This design comes from an exercise in tuning for small area and a short achievable clock period on the open sky130 flow, not from production work.

==> trial 95: inputs <==
==> flow/design.v (excerpt) <==
module MultiTop(
    input             clk,
    input      [31:0] a,
    input      [31:0] b,
    output reg [31:0] prod
);
export LEC_CHECK = 0
export CAP_MARGIN = 20
export CORE_MARGIN = 2
export CORE_UTILIZATION = 40
export SLEW_MARGIN = 75
export SYNTH_HIERARCHICAL = 1
export SYNTH_MINIMUM_KEEP_SIZE = 0
create_clock -name core_clock -period 17.0 [get_ports {clk}]
standard.sh (not shown) runs the stock make flow with config.mk's settings and CLKGATE_MAP_FILE= SYNTH_SCRIPT=/design/flow/synth_recipe.tcl, a recipe that flattens the netlist after the stock synthesis.
==> flow/flow/run.sh <==
#!/bin/bash
# The standard layout (the standard.sh, standard synthesis included), except that the
# buffers buffer_ports puts on every input and output port are buf_1 cells rather than the
# clkdlybuf4s50_1 delay cells it picks by default. The make output goes to standard.log;
# ORFS keeps each step's own log under orfs/logs/.
set -euo pipefail
bash standard.sh BUFFER_PORTS_ARGS="-buffer_cell sky130_fd_sc_hd__buf_1" finish > standard.log 2>&1
==> build 12 (differences from trial 95) <==
--- a/flow/design.v
+++ b/flow/design.v
@@ -581,13 +581,12 @@
     PPSEL sel8_11(.onen(onen8b), .xn0(xn8[11]), .twon(twon8b), .xn1(xn8[10]), .pp(pp8[11]));
     PPSEL sel8_12(.onen(onen8b), .xn0(xn8[12]), .twon(twon8b), .xn1(xn8[11]), .pp(pp8[12]));
     PPSEL sel8_13(.onen(onen8b), .xn0(xn8[13]), .twon(twon8b), .xn1(xn8[12]), .pp(pp8[13]));
     PPSEL sel8_14(.onen(onen8b), .xn0(xn8[14]), .twon(twon8b), .xn1(xn8[13]), .pp(pp8[14]));
     PPSEL sel8_15(.onen(onen8b), .xn0(xn8[15]), .twon(twon8b), .xn1(xn8[14]), .pp(pp8[15]));
-    wire onen9, twon9, neg9;
-    BENC benc9(.b2(b[19]), .b1(b[18]), .b0(b[17]), .onen(onen9), .twon(twon9), .neg(neg9));
-    wire onen9b = onen9, twon9b = twon9;
+    wire onen9, twon9, onen9b, twon9b, neg9;
+    BENC2 benc9(.b2(b[19]), .b1(b[18]), .b0(b[17]), .onen(onen9), .twon(twon9), .onenb(onen9b), .twonb(twon9b), .neg(neg9));
     wire [13:0] xn9;
     XNOR xnor9_0(.a(a[0]), .b(b[19]), .y(xn9[0]));
     XNOR xnor9_1(.a(a[1]), .b(b[19]), .y(xn9[1]));
     XNOR xnor9_2(.a(a[2]), .b(b[19]), .y(xn9[2]));
     XNOR xnor9_3(.a(a[3]), .b(b[19]), .y(xn9[3]));
@@ -615,13 +614,12 @@
     PPSEL sel9_9(.onen(onen9b), .xn0(xn9[9]), .twon(twon9b), .xn1(xn9[8]), .pp(pp9[9]));
     PPSEL sel9_10(.onen(onen9b), .xn0(xn9[10]), .twon(twon9b), .xn1(xn9[9]), .pp(pp9[10]));
     PPSEL sel9_11(.onen(onen9b), .xn0(xn9[11]), .twon(twon9b), .xn1(xn9[10]), .pp(pp9[11]));
     PPSEL sel9_12(.onen(onen9b), .xn0(xn9[12]), .twon(twon9b), .xn1(xn9[11]), .pp(pp9[12]));
     PPSEL sel9_13(.onen(onen9b), .xn0(xn9[13]), .twon(twon9b), .xn1(xn9[12]), .pp(pp9[13]));
-    wire onen10, twon10, neg10;
-    BENC benc10(.b2(b[21]), .b1(b[20]), .b0(b[19]), .onen(onen10), .twon(twon10), .neg(neg10));
-    wire onen10b = onen10, twon10b = twon10;
+    wire onen10, twon10, onen10b, twon10b, neg10;
+    BENC2 benc10(.b2(b[21]), .b1(b[20]), .b0(b[19]), .onen(onen10), .twon(twon10), .onenb(onen10b), .twonb(twon10b), .neg(neg10));
     wire [11:0] xn10;
     XNOR xnor10_0(.a(a[0]), .b(b[21]), .y(xn10[0]));
     XNOR xnor10_1(.a(a[1]), .b(b[21]), .y(xn10[1]));
     XNOR xnor10_2(.a(a[2]), .b(b[21]), .y(xn10[2]));
     XNOR xnor10_3(.a(a[3]), .b(b[21]), .y(xn10[3]));
@@ -645,13 +643,12 @@
     PPSEL sel10_7(.onen(onen10b), .xn0(xn10[7]), .twon(twon10b), .xn1(xn10[6]), .pp(pp10[7]));
     PPSEL sel10_8(.onen(onen10b), .xn0(xn10[8]), .twon(twon10b), .xn1(xn10[7]), .pp(pp10[8]));
     PPSEL sel10_9(.onen(onen10b), .xn0(xn10[9]), .twon(twon10b), .xn1(xn10[8]), .pp(pp10[9]));
     PPSEL sel10_10(.onen(onen10b), .xn0(xn10[10]), .twon(twon10b), .xn1(xn10[9]), .pp(pp10[10]));
     PPSEL sel10_11(.onen(onen10b), .xn0(xn10[11]), .twon(twon10b), .xn1(xn10[10]), .pp(pp10[11]));
-    wire onen11, twon11, neg11;
-    BENC benc11(.b2(b[23]), .b1(b[22]), .b0(b[21]), .onen(onen11), .twon(twon11), .neg(neg11));
-    wire onen11b = onen11, twon11b = twon11;
+    wire onen11, twon11, onen11b, twon11b, neg11;
+    BENC2 benc11(.b2(b[23]), .b1(b[22]), .b0(b[21]), .onen(onen11), .twon(twon11), .onenb(onen11b), .twonb(twon11b), .neg(neg11));
     wire [9:0] xn11;
     XNOR xnor11_0(.a(a[0]), .b(b[23]), .y(xn11[0]));
     XNOR xnor11_1(.a(a[1]), .b(b[23]), .y(xn11[1]));
     XNOR xnor11_2(.a(a[2]), .b(b[23]), .y(xn11[2]));
     XNOR xnor11_3(.a(a[3]), .b(b[23]), .y(xn11[3]));
@@ -671,13 +668,12 @@
     PPSEL sel11_5(.onen(onen11b), .xn0(xn11[5]), .twon(twon11b), .xn1(xn11[4]), .pp(pp11[5]));
     PPSEL sel11_6(.onen(onen11b), .xn0(xn11[6]), .twon(twon11b), .xn1(xn11[5]), .pp(pp11[6]));
     PPSEL sel11_7(.onen(onen11b), .xn0(xn11[7]), .twon(twon11b), .xn1(xn11[6]), .pp(pp11[7]));
     PPSEL sel11_8(.onen(onen11b), .xn0(xn11[8]), .twon(twon11b), .xn1(xn11[7]), .pp(pp11[8]));
     PPSEL sel11_9(.onen(onen11b), .xn0(xn11[9]), .twon(twon11b), .xn1(xn11[8]), .pp(pp11[9]));
-    wire onen12, twon12, neg12;
-    BENC benc12(.b2(b[25]), .b1(b[24]), .b0(b[23]), .onen(onen12), .twon(twon12), .neg(neg12));
-    wire onen12b = onen12, twon12b = twon12;
+    wire onen12, twon12, onen12b, twon12b, neg12;
+    BENC2 benc12(.b2(b[25]), .b1(b[24]), .b0(b[23]), .onen(onen12), .twon(twon12), .onenb(onen12b), .twonb(twon12b), .neg(neg12));
     wire [7:0] xn12;
     XNOR xnor12_0(.a(a[0]), .b(b[25]), .y(xn12[0]));
     XNOR xnor12_1(.a(a[1]), .b(b[25]), .y(xn12[1]));
     XNOR xnor12_2(.a(a[2]), .b(b[25]), .y(xn12[2]));
     XNOR xnor12_3(.a(a[3]), .b(b[25]), .y(xn12[3]));
==> Flow_metrics.wiki <==
{| class="wikitable"
! Metric !! Value
|-
| Run status || no timing/DRC/antenna violations
|-
| Detail-routed net length per standard cell || 21.0 um
|-
| Multi-input combinational cell count || 1029
|-
| Cells on Worst Hold Path || 2
|-
| Cell Rows || 65
|-
| Fraction of the mapped netlist area in adder cells || 37.3%
|-
| Simple-Gate Fraction of Synth Area || 2.09%
|-
| Area share of the largest cell type after synthesis || 31.9%
|-
| Number of well taps || 402
|}
-- figures above: build 12

==> Flow_metrics.wiki <==
{| class="wikitable"
! Metric !! Value
|-
| Standard cell area after detailed placement || 0.0140 sq mm
|-
| Area share of the largest cell type after synthesis || 32.0%
|-
| Cells on Worst Hold Path || 3
|-
| Detail-routed net length per standard cell || 20.7 um
|-
| Run status || no timing/DRC/antenna violations
|-
| Fraction of layout instances using a drive strength above 1 || 11.2%
|-
| Type of the most critical hold path || reg2reg
|-
| Simple-Gate Fraction of Synth Area || 1.98%
|-
| Fraction of the mapped netlist area in adder cells || 37.5%
|-
| Multi-input combinational cell count || 1021
|-
| Number of well taps || 396
|-
| Proportion of cell area occupied by multi-input gates || 74.4%
|}
-- figures above: trial 95

Function was not checked in any run of this note: the RTL went through the layout flow alone.

-- afterwards: timing with drivers on the ports --
The results above use ideal ports. As a check the final layouts listed here were re-extracted and re-timed, cells and wires unchanged.
Step 1 sets driving cells, clkbuf_16 on the clock port and buf_2 on the other inputs (assumed; they add their load-dependent delay and slew).
Step 2 times the ports against the registers' clock, not the clock port: input delays grow and output delays shrink by t, the midpoint of the rising clock arrivals with the driver on.
Slacks: ideal ports / drivers / drivers and shift; pairs: ideal ports / drivers.
run | t (ns) | setup WS [ns] | worst register clock-pin slew, ns | worst slew at a driven data input, ns
trial 95 | 0.418 | 11.363 / 11.363 / 11.363 | 0.09 / 0.09 | 0.04
build 12 | 0.425 | 11.286 / 11.286 / 11.286 | 0.08 / 0.08 | 0.04
After both steps every run listed still meets setup and hold.
